Context: an optimization exercise on an open-source flow, tuned for small area, a short achievable clock period and few clock cycles per item. The choices shown serve that exercise and are no tape-out recipe. The RTL was checked by simulation tests, not by an equivalence proof against the original design.

$ cat flow/design.v
module mac16x8(input [15:0] a, input [7:0] b, input [15:0] c,
  output [23:0] s0, output [23:0] s1);
  wire w1;
  wire w2;
  wire w3;
  wire w4;
  wire w5;
  wire w6;
  wire w7;
  wire w8;
  wire w9;
  wire w10;
  wire w11;
  wire w12;
  wire w13;
  wire w14;
  wire w15;
  wire w16;
  wire w17;
  wire w18;
  wire w19;
  wire w20;
  wire w21;
  wire w22;
  wire w23;
  wire w24;
  wire w25;
  wire w26;
  wire w27;
  wire w28;
  wire w29;
  wire w30;
  wire w31;
  wire w32;
  wire w33;
  wire w34;
  wire w35;
  wire w36;
  wire w37;
  wire w38;
  wire w39;
  wire w40;
  wire w41;
  wire w42;
  wire w43;
  wire w44;
  wire w45;
  wire w46;
  wire w47;
  wire w48;
  wire w49;
  wire w50;
  wire w51;
  wire w52;
  wire w53;
  wire w54;
  wire w55;
  wire w56;
  wire w57;
  wire w58;
  wire w59;
  wire w60;
  wire w61;
  wire w62;
  wire w63;
  wire w64;
  wire w65;
  wire w66;
  wire w67;
  wire w68;
  wire w69;
  wire w70;
  wire w71;
  wire w72;
  wire w73;
  wire w74;
  wire w75;
  wire w76;
  wire w77;
  wire w78;
  wire w79;
  wire w80;
  wire w81;
  wire w82;
  wire w83;
  wire w84;
  wire w85;
  wire w86;
  wire w87;
  wire w88;
  wire w89;
  wire w90;
  wire w91;
  wire w92;
  wire w93;
  wire w94;
  wire w95;
  wire w96;
  wire w97;
  wire w98;
  wire w99;
  wire w100;
  wire w101;
  wire w102;
  wire w103;
  wire w104;
  wire w105;
  wire w106;
  wire w107;
  wire w108;
  wire w109;
  wire w110;
  wire w111;
  wire w112;
  wire w113;
  wire w114;
  wire w115;
  wire w116;
  wire w117;
  wire w118;
  wire w119;
  wire w120;
  wire w121;
  wire w122;
  wire w123;
  wire w124;
  wire w125;
  wire w126;
  wire w127;
  wire w128;
  wire w129;
  wire w130;
  wire w131;
  wire w132;
  wire w133;
  wire w134;
  wire w135;
  wire w136;
  wire w137;
  wire w138;
  wire w139;
  wire w140;
  wire w141;
  wire w142;
  wire w143;
  wire w144;
  wire w145;
  wire w146;
  wire w147;
  wire w148;
  wire w149;
  wire w150;
  wire w151;
  wire w152;
  wire w153;
  wire w154;
  wire w155;
  wire w156;
  wire w157;
  wire w158;
  wire w159;
  wire w160;
  wire w161;
  wire w162;
  wire w163;
  wire w164;
  wire w165;
  wire w166;
  wire w167;
  wire w168;
  wire w169;
  wire w170;
  wire w171;
  wire w172;
  wire w173;
  wire w174;
  wire w175;
  wire w176;
  wire w177;
  wire w178;
  wire w179;
  wire w180;
  wire w181;
  wire w182;
  wire w183;
  wire w184;
  wire w185;
  wire w186;
  wire w187;
  wire w188;
  wire w189;
  wire w190;
  wire w191;
  wire w192;
  wire w193;
  wire w194;
  wire w195;
  wire w196;
  wire w197;
  wire w198;
  wire w199;
  wire w200;
  wire w201;
  wire w202;
  wire w203;
  wire w204;
  wire w205;
  wire w206;
  wire w207;
  wire w208;
  wire w209;
  wire w210;
  assign w1 = (a[0] & b[5]) ^ (a[1] & b[4]);
  assign w2 = (a[0] & b[5]) & (a[1] & b[4]);
  assign w3 = (a[0] & b[6]) ^ (a[1] & b[5]) ^ (a[2] & b[4]);
  assign w4 = ((a[0] & b[6]) & (a[1] & b[5])) | ((a[0] & b[6]) & (a[2] & b[4])) | ((a[1] & b[5]) & (a[2] & b[4]));
  assign w5 = (a[3] & b[3]) ^ (a[4] & b[2]);
  assign w6 = (a[3] & b[3]) & (a[4] & b[2]);
  assign w7 = (a[0] & b[7]) ^ (a[1] & b[6]) ^ (a[2] & b[5]);
  assign w8 = ((a[0] & b[7]) & (a[1] & b[6])) | ((a[0] & b[7]) & (a[2] & b[5])) | ((a[1] & b[6]) & (a[2] & b[5]));
  assign w9 = (a[3] & b[4]) ^ (a[4] & b[3]) ^ (a[5] & b[2]);
  assign w10 = ((a[3] & b[4]) & (a[4] & b[3])) | ((a[3] & b[4]) & (a[5] & b[2])) | ((a[4] & b[3]) & (a[5] & b[2]));
  assign w11 = (a[6] & b[1]) ^ (a[7] & b[0]);
  assign w12 = (a[6] & b[1]) & (a[7] & b[0]);
  assign w13 = (a[1] & b[7]) ^ (a[2] & b[6]) ^ (a[3] & b[5]);
  assign w14 = ((a[1] & b[7]) & (a[2] & b[6])) | ((a[1] & b[7]) & (a[3] & b[5])) | ((a[2] & b[6]) & (a[3] & b[5]));
  assign w15 = (a[4] & b[4]) ^ (a[5] & b[3]) ^ (a[6] & b[2]);
  assign w16 = ((a[4] & b[4]) & (a[5] & b[3])) | ((a[4] & b[4]) & (a[6] & b[2])) | ((a[5] & b[3]) & (a[6] & b[2]));
  assign w17 = (a[7] & b[1]) ^ (a[8] & b[0]) ^ c[8];
  assign w18 = ((a[7] & b[1]) & (a[8] & b[0])) | ((a[7] & b[1]) & c[8]) | ((a[8] & b[0]) & c[8]);
  assign w19 = (a[2] & b[7]) ^ (a[3] & b[6]) ^ (a[4] & b[5]);
  assign w20 = ((a[2] & b[7]) & (a[3] & b[6])) | ((a[2] & b[7]) & (a[4] & b[5])) | ((a[3] & b[6]) & (a[4] & b[5]));
  assign w21 = (a[5] & b[4]) ^ (a[6] & b[3]) ^ (a[7] & b[2]);
  assign w22 = ((a[5] & b[4]) & (a[6] & b[3])) | ((a[5] & b[4]) & (a[7] & b[2])) | ((a[6] & b[3]) & (a[7] & b[2]));
  assign w23 = (a[8] & b[1]) ^ (a[9] & b[0]) ^ c[9];
  assign w24 = ((a[8] & b[1]) & (a[9] & b[0])) | ((a[8] & b[1]) & c[9]) | ((a[9] & b[0]) & c[9]);
  assign w25 = (a[3] & b[7]) ^ (a[4] & b[6]) ^ (a[5] & b[5]);
  assign w26 = ((a[3] & b[7]) & (a[4] & b[6])) | ((a[3] & b[7]) & (a[5] & b[5])) | ((a[4] & b[6]) & (a[5] & b[5]));
  assign w27 = (a[6] & b[4]) ^ (a[7] & b[3]) ^ (a[8] & b[2]);
  assign w28 = ((a[6] & b[4]) & (a[7] & b[3])) | ((a[6] & b[4]) & (a[8] & b[2])) | ((a[7] & b[3]) & (a[8] & b[2]));
  assign w29 = (a[9] & b[1]) ^ (a[10] & b[0]) ^ c[10];
  assign w30 = ((a[9] & b[1]) & (a[10] & b[0])) | ((a[9] & b[1]) & c[10]) | ((a[10] & b[0]) & c[10]);
  assign w31 = (a[4] & b[7]) ^ (a[5] & b[6]) ^ (a[6] & b[5]);
  assign w32 = ((a[4] & b[7]) & (a[5] & b[6])) | ((a[4] & b[7]) & (a[6] & b[5])) | ((a[5] & b[6]) & (a[6] & b[5]));
  assign w33 = (a[7] & b[4]) ^ (a[8] & b[3]) ^ (a[9] & b[2]);
  assign w34 = ((a[7] & b[4]) & (a[8] & b[3])) | ((a[7] & b[4]) & (a[9] & b[2])) | ((a[8] & b[3]) & (a[9] & b[2]));
  assign w35 = (a[10] & b[1]) ^ (a[11] & b[0]) ^ c[11];
  assign w36 = ((a[10] & b[1]) & (a[11] & b[0])) | ((a[10] & b[1]) & c[11]) | ((a[11] & b[0]) & c[11]);
  assign w37 = (a[5] & b[7]) ^ (a[6] & b[6]) ^ (a[7] & b[5]);
  assign w38 = ((a[5] & b[7]) & (a[6] & b[6])) | ((a[5] & b[7]) & (a[7] & b[5])) | ((a[6] & b[6]) & (a[7] & b[5]));
  assign w39 = (a[8] & b[4]) ^ (a[9] & b[3]) ^ (a[10] & b[2]);
  assign w40 = ((a[8] & b[4]) & (a[9] & b[3])) | ((a[8] & b[4]) & (a[10] & b[2])) | ((a[9] & b[3]) & (a[10] & b[2]));
  assign w41 = (a[11] & b[1]) ^ (a[12] & b[0]) ^ c[12];
  assign w42 = ((a[11] & b[1]) & (a[12] & b[0])) | ((a[11] & b[1]) & c[12]) | ((a[12] & b[0]) & c[12]);
  assign w43 = (a[6] & b[7]) ^ (a[7] & b[6]) ^ (a[8] & b[5]);
  assign w44 = ((a[6] & b[7]) & (a[7] & b[6])) | ((a[6] & b[7]) & (a[8] & b[5])) | ((a[7] & b[6]) & (a[8] & b[5]));
  assign w45 = (a[9] & b[4]) ^ (a[10] & b[3]) ^ (a[11] & b[2]);
  assign w46 = ((a[9] & b[4]) & (a[10] & b[3])) | ((a[9] & b[4]) & (a[11] & b[2])) | ((a[10] & b[3]) & (a[11] & b[2]));
  assign w47 = (a[12] & b[1]) ^ (a[13] & b[0]) ^ c[13];
  assign w48 = ((a[12] & b[1]) & (a[13] & b[0])) | ((a[12] & b[1]) & c[13]) | ((a[13] & b[0]) & c[13]);
  assign w49 = (a[7] & b[7]) ^ (a[8] & b[6]) ^ (a[9] & b[5]);
  assign w50 = ((a[7] & b[7]) & (a[8] & b[6])) | ((a[7] & b[7]) & (a[9] & b[5])) | ((a[8] & b[6]) & (a[9] & b[5]));
  assign w51 = (a[10] & b[4]) ^ (a[11] & b[3]) ^ (a[12] & b[2]);
  assign w52 = ((a[10] & b[4]) & (a[11] & b[3])) | ((a[10] & b[4]) & (a[12] & b[2])) | ((a[11] & b[3]) & (a[12] & b[2]));
  assign w53 = (a[13] & b[1]) ^ (a[14] & b[0]) ^ c[14];
  assign w54 = ((a[13] & b[1]) & (a[14] & b[0])) | ((a[13] & b[1]) & c[14]) | ((a[14] & b[0]) & c[14]);
  assign w55 = (a[8] & b[7]) ^ (a[9] & b[6]) ^ (a[10] & b[5]);
  assign w56 = ((a[8] & b[7]) & (a[9] & b[6])) | ((a[8] & b[7]) & (a[10] & b[5])) | ((a[9] & b[6]) & (a[10] & b[5]));
  assign w57 = (a[11] & b[4]) ^ (a[12] & b[3]) ^ (a[13] & b[2]);
  assign w58 = ((a[11] & b[4]) & (a[12] & b[3])) | ((a[11] & b[4]) & (a[13] & b[2])) | ((a[12] & b[3]) & (a[13] & b[2]));
  assign w59 = (a[14] & b[1]) ^ (a[15] & b[0]) ^ c[15];
  assign w60 = ((a[14] & b[1]) & (a[15] & b[0])) | ((a[14] & b[1]) & c[15]) | ((a[15] & b[0]) & c[15]);
  assign w61 = (a[9] & b[7]) ^ (a[10] & b[6]) ^ (a[11] & b[5]);
  assign w62 = ((a[9] & b[7]) & (a[10] & b[6])) | ((a[9] & b[7]) & (a[11] & b[5])) | ((a[10] & b[6]) & (a[11] & b[5]));
  assign w63 = (a[12] & b[4]) ^ (a[13] & b[3]) ^ (a[14] & b[2]);
  assign w64 = ((a[12] & b[4]) & (a[13] & b[3])) | ((a[12] & b[4]) & (a[14] & b[2])) | ((a[13] & b[3]) & (a[14] & b[2]));
  assign w65 = (a[10] & b[7]) ^ (a[11] & b[6]) ^ (a[12] & b[5]);
  assign w66 = ((a[10] & b[7]) & (a[11] & b[6])) | ((a[10] & b[7]) & (a[12] & b[5])) | ((a[11] & b[6]) & (a[12] & b[5]));
  assign w67 = (a[0] & b[3]) ^ (a[1] & b[2]);
  assign w68 = (a[0] & b[3]) & (a[1] & b[2]);
  assign w69 = (a[0] & b[4]) ^ (a[1] & b[3]) ^ (a[2] & b[2]);
  assign w70 = ((a[0] & b[4]) & (a[1] & b[3])) | ((a[0] & b[4]) & (a[2] & b[2])) | ((a[1] & b[3]) & (a[2] & b[2]));
  assign w71 = (a[3] & b[1]) ^ (a[4] & b[0]);
  assign w72 = (a[3] & b[1]) & (a[4] & b[0]);
  assign w73 = w1 ^ (a[2] & b[3]) ^ (a[3] & b[2]);
  assign w74 = (w1 & (a[2] & b[3])) | (w1 & (a[3] & b[2])) | ((a[2] & b[3]) & (a[3] & b[2]));
  assign w75 = (a[4] & b[1]) ^ (a[5] & b[0]) ^ c[5];
  assign w76 = ((a[4] & b[1]) & (a[5] & b[0])) | ((a[4] & b[1]) & c[5]) | ((a[5] & b[0]) & c[5]);
  assign w77 = w2 ^ w3 ^ w5;
  assign w78 = (w2 & w3) | (w2 & w5) | (w3 & w5);
  assign w79 = (a[5] & b[1]) ^ (a[6] & b[0]) ^ c[6];
  assign w80 = ((a[5] & b[1]) & (a[6] & b[0])) | ((a[5] & b[1]) & c[6]) | ((a[6] & b[0]) & c[6]);
  assign w81 = w4 ^ w6 ^ w7;
  assign w82 = (w4 & w6) | (w4 & w7) | (w6 & w7);
  assign w83 = w9 ^ w11 ^ c[7];
  assign w84 = (w9 & w11) | (w9 & c[7]) | (w11 & c[7]);
  assign w85 = w8 ^ w10 ^ w12;
  assign w86 = (w8 & w10) | (w8 & w12) | (w10 & w12);
  assign w87 = w13 ^ w15 ^ w17;
  assign w88 = (w13 & w15) | (w13 & w17) | (w15 & w17);
  assign w89 = w14 ^ w16 ^ w18;
  assign w90 = (w14 & w16) | (w14 & w18) | (w16 & w18);
  assign w91 = w19 ^ w21 ^ w23;
  assign w92 = (w19 & w21) | (w19 & w23) | (w21 & w23);
  assign w93 = w20 ^ w22 ^ w24;
  assign w94 = (w20 & w22) | (w20 & w24) | (w22 & w24);
  assign w95 = w25 ^ w27 ^ w29;
  assign w96 = (w25 & w27) | (w25 & w29) | (w27 & w29);
  assign w97 = w26 ^ w28 ^ w30;
  assign w98 = (w26 & w28) | (w26 & w30) | (w28 & w30);
  assign w99 = w31 ^ w33 ^ w35;
  assign w100 = (w31 & w33) | (w31 & w35) | (w33 & w35);
  assign w101 = w32 ^ w34 ^ w36;
  assign w102 = (w32 & w34) | (w32 & w36) | (w34 & w36);
  assign w103 = w37 ^ w39 ^ w41;
  assign w104 = (w37 & w39) | (w37 & w41) | (w39 & w41);
  assign w105 = w38 ^ w40 ^ w42;
  assign w106 = (w38 & w40) | (w38 & w42) | (w40 & w42);
  assign w107 = w43 ^ w45 ^ w47;
  assign w108 = (w43 & w45) | (w43 & w47) | (w45 & w47);
  assign w109 = w44 ^ w46 ^ w48;
  assign w110 = (w44 & w46) | (w44 & w48) | (w46 & w48);
  assign w111 = w49 ^ w51 ^ w53;
  assign w112 = (w49 & w51) | (w49 & w53) | (w51 & w53);
  assign w113 = w50 ^ w52 ^ w54;
  assign w114 = (w50 & w52) | (w50 & w54) | (w52 & w54);
  assign w115 = w55 ^ w57 ^ w59;
  assign w116 = (w55 & w57) | (w55 & w59) | (w57 & w59);
  assign w117 = w56 ^ w58 ^ w60;
  assign w118 = (w56 & w58) | (w56 & w60) | (w58 & w60);
  assign w119 = w61 ^ w63 ^ (a[15] & b[1]);
  assign w120 = (w61 & w63) | (w61 & (a[15] & b[1])) | (w63 & (a[15] & b[1]));
  assign w121 = w62 ^ w64 ^ w65;
  assign w122 = (w62 & w64) | (w62 & w65) | (w64 & w65);
  assign w123 = (a[13] & b[4]) ^ (a[14] & b[3]) ^ (a[15] & b[2]);
  assign w124 = ((a[13] & b[4]) & (a[14] & b[3])) | ((a[13] & b[4]) & (a[15] & b[2])) | ((a[14] & b[3]) & (a[15] & b[2]));
  assign w125 = w66 ^ (a[11] & b[7]) ^ (a[12] & b[6]);
  assign w126 = (w66 & (a[11] & b[7])) | (w66 & (a[12] & b[6])) | ((a[11] & b[7]) & (a[12] & b[6]));
  assign w127 = (a[13] & b[5]) ^ (a[14] & b[4]) ^ (a[15] & b[3]);
  assign w128 = ((a[13] & b[5]) & (a[14] & b[4])) | ((a[13] & b[5]) & (a[15] & b[3])) | ((a[14] & b[4]) & (a[15] & b[3]));
  assign w129 = (a[12] & b[7]) ^ (a[13] & b[6]) ^ (a[14] & b[5]);
  assign w130 = ((a[12] & b[7]) & (a[13] & b[6])) | ((a[12] & b[7]) & (a[14] & b[5])) | ((a[13] & b[6]) & (a[14] & b[5]));
  assign w131 = (a[0] & b[2]) ^ (a[1] & b[1]);
  assign w132 = (a[0] & b[2]) & (a[1] & b[1]);
  assign w133 = w67 ^ (a[2] & b[1]) ^ (a[3] & b[0]);
  assign w134 = (w67 & (a[2] & b[1])) | (w67 & (a[3] & b[0])) | ((a[2] & b[1]) & (a[3] & b[0]));
  assign w135 = w68 ^ w69 ^ w71;
  assign w136 = (w68 & w69) | (w68 & w71) | (w69 & w71);
  assign w137 = w70 ^ w72 ^ w73;
  assign w138 = (w70 & w72) | (w70 & w73) | (w72 & w73);
  assign w139 = w74 ^ w76 ^ w77;
  assign w140 = (w74 & w76) | (w74 & w77) | (w76 & w77);
  assign w141 = w78 ^ w80 ^ w81;
  assign w142 = (w78 & w80) | (w78 & w81) | (w80 & w81);
  assign w143 = w82 ^ w84 ^ w85;
  assign w144 = (w82 & w84) | (w82 & w85) | (w84 & w85);
  assign w145 = w86 ^ w88 ^ w89;
  assign w146 = (w86 & w88) | (w86 & w89) | (w88 & w89);
  assign w147 = w90 ^ w92 ^ w93;
  assign w148 = (w90 & w92) | (w90 & w93) | (w92 & w93);
  assign w149 = w94 ^ w96 ^ w97;
  assign w150 = (w94 & w96) | (w94 & w97) | (w96 & w97);
  assign w151 = w98 ^ w100 ^ w101;
  assign w152 = (w98 & w100) | (w98 & w101) | (w100 & w101);
  assign w153 = w102 ^ w104 ^ w105;
  assign w154 = (w102 & w104) | (w102 & w105) | (w104 & w105);
  assign w155 = w106 ^ w108 ^ w109;
  assign w156 = (w106 & w108) | (w106 & w109) | (w108 & w109);
  assign w157 = w110 ^ w112 ^ w113;
  assign w158 = (w110 & w112) | (w110 & w113) | (w112 & w113);
  assign w159 = w114 ^ w116 ^ w117;
  assign w160 = (w114 & w116) | (w114 & w117) | (w116 & w117);
  assign w161 = w118 ^ w120 ^ w121;
  assign w162 = (w118 & w120) | (w118 & w121) | (w120 & w121);
  assign w163 = w122 ^ w124 ^ w125;
  assign w164 = (w122 & w124) | (w122 & w125) | (w124 & w125);
  assign w165 = w126 ^ w128 ^ w129;
  assign w166 = (w126 & w128) | (w126 & w129) | (w128 & w129);
  assign w167 = w130 ^ (a[13] & b[7]) ^ (a[14] & b[6]);
  assign w168 = (w130 & (a[13] & b[7])) | (w130 & (a[14] & b[6])) | ((a[13] & b[7]) & (a[14] & b[6]));
  assign w169 = (a[0] & b[1]) ^ (a[1] & b[0]);
  assign w170 = (a[0] & b[1]) & (a[1] & b[0]);
  assign w171 = w131 ^ (a[2] & b[0]) ^ c[2];
  assign w172 = (w131 & (a[2] & b[0])) | (w131 & c[2]) | ((a[2] & b[0]) & c[2]);
  assign w173 = w132 ^ w133 ^ c[3];
  assign w174 = (w132 & w133) | (w132 & c[3]) | (w133 & c[3]);
  assign w175 = w134 ^ w135 ^ c[4];
  assign w176 = (w134 & w135) | (w134 & c[4]) | (w135 & c[4]);
  assign w177 = w136 ^ w137 ^ w75;
  assign w178 = (w136 & w137) | (w136 & w75) | (w137 & w75);
  assign w179 = w138 ^ w139 ^ w79;
  assign w180 = (w138 & w139) | (w138 & w79) | (w139 & w79);
  assign w181 = w140 ^ w141 ^ w83;
  assign w182 = (w140 & w141) | (w140 & w83) | (w141 & w83);
  assign w183 = w142 ^ w143 ^ w87;
  assign w184 = (w142 & w143) | (w142 & w87) | (w143 & w87);
  assign w185 = w144 ^ w145 ^ w91;
  assign w186 = (w144 & w145) | (w144 & w91) | (w145 & w91);
  assign w187 = w146 ^ w147 ^ w95;
  assign w188 = (w146 & w147) | (w146 & w95) | (w147 & w95);
  assign w189 = w148 ^ w149 ^ w99;
  assign w190 = (w148 & w149) | (w148 & w99) | (w149 & w99);
  assign w191 = w150 ^ w151 ^ w103;
  assign w192 = (w150 & w151) | (w150 & w103) | (w151 & w103);
  assign w193 = w152 ^ w153 ^ w107;
  assign w194 = (w152 & w153) | (w152 & w107) | (w153 & w107);
  assign w195 = w154 ^ w155 ^ w111;
  assign w196 = (w154 & w155) | (w154 & w111) | (w155 & w111);
  assign w197 = w156 ^ w157 ^ w115;
  assign w198 = (w156 & w157) | (w156 & w115) | (w157 & w115);
  assign w199 = w158 ^ w159 ^ w119;
  assign w200 = (w158 & w159) | (w158 & w119) | (w159 & w119);
  assign w201 = w160 ^ w161 ^ w123;
  assign w202 = (w160 & w161) | (w160 & w123) | (w161 & w123);
  assign w203 = w162 ^ w163 ^ w127;
  assign w204 = (w162 & w163) | (w162 & w127) | (w163 & w127);
  assign w205 = w164 ^ w165 ^ (a[15] & b[4]);
  assign w206 = (w164 & w165) | (w164 & (a[15] & b[4])) | (w165 & (a[15] & b[4]));
  assign w207 = w166 ^ w167 ^ (a[15] & b[5]);
  assign w208 = (w166 & w167) | (w166 & (a[15] & b[5])) | (w167 & (a[15] & b[5]));
  assign w209 = w168 ^ (a[14] & b[7]) ^ (a[15] & b[6]);
  assign w210 = (w168 & (a[14] & b[7])) | (w168 & (a[15] & b[6])) | ((a[14] & b[7]) & (a[15] & b[6]));
  assign s0[0] = (a[0] & b[0]);
  assign s1[0] = c[0];
  assign s0[1] = w169;
  assign s1[1] = c[1];
  assign s0[2] = w170;
  assign s1[2] = w171;
  assign s0[3] = w172;
  assign s1[3] = w173;
  assign s0[4] = w174;
  assign s1[4] = w175;
  assign s0[5] = w176;
  assign s1[5] = w177;
  assign s0[6] = w178;
  assign s1[6] = w179;
  assign s0[7] = w180;
  assign s1[7] = w181;
  assign s0[8] = w182;
  assign s1[8] = w183;
  assign s0[9] = w184;
  assign s1[9] = w185;
  assign s0[10] = w186;
  assign s1[10] = w187;
  assign s0[11] = w188;
  assign s1[11] = w189;
  assign s0[12] = w190;
  assign s1[12] = w191;
  assign s0[13] = w192;
  assign s1[13] = w193;
  assign s0[14] = w194;
  assign s1[14] = w195;
  assign s0[15] = w196;
  assign s1[15] = w197;
  assign s0[16] = w198;
  assign s1[16] = w199;
  assign s0[17] = w200;
  assign s1[17] = w201;
  assign s0[18] = w202;
  assign s1[18] = w203;
  assign s0[19] = w204;
  assign s1[19] = w205;
  assign s0[20] = w206;
  assign s1[20] = w207;
  assign s0[21] = w208;
  assign s1[21] = w209;
  assign s0[22] = w210;
  assign s1[22] = (a[15] & b[7]);
  assign s0[23] = 1'b0;
  assign s1[23] = 1'b0;
endmodule
module Exponential(input clk, rst, start, input [15:0] x,
                   output done, output [1:0] intpart, output [15:0] fracpart);
  reg        busy;
  reg [3:0]  step;
  reg        half;    
  reg [15:0] a;       
  reg [15:0] t;       
  reg [15:0] pp;      
  reg [17:0] r;       
  reg        acc;     
  wire [7:0]  dig = half ? t[15:8] : t[7:0];
  wire [23:0] s0, s1;
  mac16x8 mac(.a(a), .b(dig), .c(half ? pp : 16'd0), .s0(s0), .s1(s1));
  wire [23:0] s   = s0 + s1;
  wire        hi  = |t[15:8];
  wire        fin = half | ~hi;           
  wire [15:0] prod = half ? s[23:8] : {8'd0, s[23:16]};
  reg [15:0] q;
  always @(*) begin
    case (step)
      4'd0:    q = {1'b0, prod[15:1]};
      4'd3:    q = {2'b0, prod[15:2]};
      4'd10:   q = {3'b0, prod[15:3]};
      default: q = prod;
    endcase
  end
  wire q_term = (step == 4'd0) | (step == 4'd2) | (step == 4'd3) | (step == 4'd5) |
                (step == 4'd7) | (step == 4'd9) | (step == 4'd10);
  wire last   = fin & ((step == 4'd10) | (q == 16'd0));
  reg [15:0] a_next;
  always @(*) begin
    case (step)
      4'd1:    a_next = 16'h5555;
      4'd4:    a_next = 16'h3333;
      4'd6:    a_next = 16'h2AAA;
      4'd8:    a_next = 16'h2492;
      default: a_next = x;
    endcase
  end
  wire [17:0] sum = r + (acc ? {2'b00, t} : 18'd0);
  assign {intpart, fracpart} = sum;
  assign done = ~busy;
  wire [15:0] t0 = (x > 16'd2) ? x - 16'd2 : 16'd0;
  always @(posedge clk or posedge rst) begin
    if (rst)
      busy <= 1'b0;
    else if (start & ~busy)
      busy <= 1'b1;
    else if (last)
      busy <= 1'b0;
  end
  always @(posedge clk) begin
    if (start & ~busy) begin
      step <= 4'd0;
      half <= 1'b0;
      a    <= x;
      t    <= t0;
      r    <= 18'h0FFFF;
      acc  <= 1'b1;
    end else if (busy) begin
      r    <= sum;
      pp   <= s[23:8];
      half <= ~fin;
      acc  <= fin & q_term;
      if (fin) begin
        step <= step + 4'd1;
        a    <= a_next;
        t    <= q;
      end
    end
  end
endmodule
$ cat flow/run.sh
#!/bin/bash
# synth_recipe.tcl (not shown) runs the flow's synth.tcl, then flattens the netlist and writes it again
# the make line also repeats each setting of config.mk as NAME=value (left out here)
make -C /OpenROAD-flow-scripts/flow DESIGN_CONFIG=/design/flow/config.mk WORK_HOME=/design/flow/orfs CLKGATE_MAP_FILE= SYNTH_SCRIPT=/design/flow/synth_recipe.tcl finish
$ cat flow/config.mk
export PLATFORM = sky130hd
export DESIGN_NAME = Exponential
export DESIGN_NICKNAME = Exponential
export VERILOG_FILES = /design/flow/design.v
export SDC_FILE = /design/flow/constraint.sdc
export NUM_CORES = 4
export LEC_CHECK = 0
export CAP_MARGIN = 20
export CORE_MARGIN = 2
export CORE_UTILIZATION = 40
export SLEW_MARGIN = 20
$ cat flow/constraint.sdc
create_clock -name core_clock -period 9.0 [get_ports {clk}]
set_input_delay 1.8000 -clock core_clock [delete_from_list [all_inputs] [get_ports {clk}]]
set_output_delay 1.8000 -clock core_clock [all_outputs]
set_load 0.01 [all_outputs]
==> impl_results.md <==
- Status: no timing/DRC/antenna violations
- R2R Setup Slk: 2080 ps
- DRT iter0 DRCs: 528
- Fmax: 145 MHz
- Post-synth top area cell: fa_1
- Initial antenna violation count: 2
- Routed via count: a little over 7000
- Fin crit share: 76.9%
- Worst Path Max Fanout: 35
- EDFF count, synth: 48
- Total CTS buffers: 9
- Synth area leaders: fa_1 23%, edfxtp_1 16%, ha_1 7.2%
- TritonRoute pass-1 iters: 8
- Mapped cell area: slightly below 0.009 mm2
- FP Rows: 54
- Num ports: 38
- # DRC: 0
- Vias in the first global route: 6953
- Critical-path cell list: buf_4, mux2_2, and2_1, fa_1, inv_1, fa_1, inv_1, fa_1, fa_1, ha_1, a21o_1, a21oi_1, o21ai_2, o311ai_2, nand3_1, xnor2_2, o21ai_0, a221o_1, or4_1, nor4b_2, a21oi_1
- Crit path top cell by count: fa_1
- Met2 global-route usage: about 34%
- Ant diodes: 0
- Synthesis-stage register bit count: 73
- RSZ-0062 raised after global routing: no
- MaxCap Viol Count: 0
- Crit-path slowest cell: mux2_2
- Fin crit period: 6920 ps
- CORE AREA: 0.0216 mm2
- Buffers on Ports: 37
- Final Core Density: ~45%
- Post-cts sizing count: 0
- Skew final: 9.02 ps
- Worst path max stage delay: 530 ps
- CTS tree: built
- CP startpoint kind: flop
- Share of post-route cells with drive strength above 1: under 10%
- Clock slew at reported path FFs: about 60 ps
- DPL Wire Length: approximately 18 mm
- Crit Reg-Reg Endpoint: busy$_DFFE_PP0P_
- GR Util met1: 32.0%
- RR Startpoint: half$_SDFFE_PP0P_
- Initial Utilization: 40.4%
- Worst slew pin tran: 842 ps
- Critical Path End Type: flop
- Worst EP required: roughly 9200 ps
- Worst-Skew Late Latency: 340 ps
- Die area: 0.0230 mm2
- YS warnings: 1
- Reg2Reg Depth: 21
- Worst min path class: reg2reg
- Clock buffer depth: 2
- DR vias/cell: 5.51
- Max Slew Vio Count: 0
- Die width: roughly 150 um
- Worst hold path startpoint: r[17]$_SDFFE_PP0P_
- Seq/Total Area, Yosys: 22.3%
- Largest net degree at the start of global routing: between 40 and 50
- Final Wtd Congestion: 0.949
- Mapped Nets: 1157
- Most frequent cells in the layout: 128 x inv_1, 128 x nand2_1, 99 x fa_1
- Post-Synthesis Cells: 989
- CTS hold repair buffers: 0
- Overflow after GRT: 0
- Final setup violation count: 0
- Root Driver: clkbuf_16
- Synth Area per Inst: 8.83 um2
- Synth top area share: 22.7%
- CP endpoint: busy$_DFFE_PP0P_
- DRT antenna net count: 0
- Fraction of registers with async set/reset: 1.37%
- Setup TNS: 0 ps
- Rel. slew slack: 43.7%
- CP startpoint: half$_SDFFE_PP0P_
- Final worst slack: approximately 2100 ps
- DP Worst Slack: 2160 ps
- H-tree levels: 3
- Fillers: 2151
- Die Span Y: 152 um
- WS Path Type: reg2reg
- Critical Path AT: ~7100 ps
- Layout area overhead: 10.9%
- Avg WL per Cell: around 18 um
- Setup bufs post-CTS: 0
- Gr usage total: 21.6%
- Nets: around 1200
- Top_reg_cell synth: edfxtp_1
- Unique masters post-synth: 69
- Wirelength, routed: about 23 mm
- Clock sinks: 73
- Fin. Hold Viols: 0
- GRT met3 Usage: 1.65%
- Global-route wire length before repair: 38.5 mm
- GR peak layer: met2
-- flip-flops by register name (all words and copies together), names as in the netlist --
signal	count
a	16
acc	1
busy	1
half	1
pp	16
r	18
step	4
t	16
-- per-stage QoR --
step                      hold slack (ps)  instances  cell area [um2]
after floorplan                       452        989             8740
after global routing                  504       1286             9690
after global placement                469       1269             9340
after CTS                             491       1285             9660
final                                 488       1286             9690
after detailed placement              477       1269             9340
-- cell families after synthesis --
family | synth area share, %
and+or+nand+nor | 21.2
buffers and inverters | 7.27
AOI/OAI and AO/OA | 13.6
adders and majority gates | 29.8
DFF | 22.3
xor gates and xnor gates | 3.98
muxes | 1.75
-- critical path: cells and delay by family (launching register included) --
| family | cells | cell delay (ps) |
|---|---|---|
| AND/OR/NAND/NOR | 4 | 1160 |
| flip-flops | 1 | 440 |
| AO/OA/AOI/OAI | 7 | 1680 |
| buffers and inverters | 3 | 510 |
| multiplexers | 1 | 530 |
| adder cells (fa/ha/maj) | 5 | 2130 |
| XOR/XNOR | 1 | 310 |
-- how the worst min path moves through the flow --
stage                                     to  cells after the start  slack, ps
final                     r[17]$_SDFFE_PP0P_                      1        490
after global routing      r[17]$_SDFFE_PP0P_                      2        500
after CTS                 r[17]$_SDFFE_PP0P_                      1        490
after detailed placement  r[13]$_SDFFE_PP1P_                      2        480
after global placement    r[17]$_SDFFE_PP0P_                      1        470
after floorplan           r[10]$_SDFFE_PP1P_                      2        450
-- final cells by class --
class                      instances  area (um2)  share of cell area, %
multi-input combinational        747        6170                   63.6
sequential                        73        1950                   20.1
inverter                         129         484                   5.00
timing repair buffer              41         420                   4.34
tap                              280         350                   3.62
clock buffer                      10         229                   2.36
clock inverter                     6        92.6                  0.956
-- metal layers --
metal	part of all wire, %	vias up
met5	0	-
met4	2.3	0
met3	4.4	36
met2	46	200
met1	47	3518
li1	-	3328
-- cells in the mapped netlist (3+ instances only) --
master and instances:
o21ai_0 33, o31a_1 3, a21o_1 20, mux2_2 8, xnor2_1 24, fa_1 99
ha_1 50, a31oi_1 4, nor2b_1 8, nor4_1 6, a211oi_1 3, or3_1 4
a221oi_1 9, buf_1 4, o21a_1 3, dfxtp_1 24, mux2i_1 4, inv_1 128
o21bai_1 3, nand3_1 13, nor3_1 25, and2_1 95, clkbuf_1 35, or4_1 4
xor2_1 12, nand2_1 128, a21oi_1 35, a22o_1 6, nor2_1 67, o211ai_1 4
and3_1 11, nand4_1 11, o22ai_1 12, edfxtp_1 48
Testbench counts, summed over its fixed seeds: cycles 5,178, items 384.

[separate check: timing with driven ports]
Ports are ideal in the flow. The routed layout listed here was re-timed in OpenROAD. Step 1 assumes that a clkbuf_16 drives the clock port and a buf_2 every other input. Step 2 moves the port delays by t, midway between the first and last clock arrival at a register: inputs arrive t later, outputs are due t later. That takes back most of the time a late clock gives input paths. Three values: no drivers, after step 1, after step 2; two values: the first two.
shift t [ns]: 0.373
setup WS [ns]: 2.081 / 2.081 / 2.081
worst hold slack (ns): 0.488 / 0.488 / 0.488
worst setup path at the end: register to register
cell pins on the clock port's net: 1
After both steps setup and hold are still met in this run. The setup slack of this run moves by 0.000 ns with the drivers and by 0.000 ns with both steps.
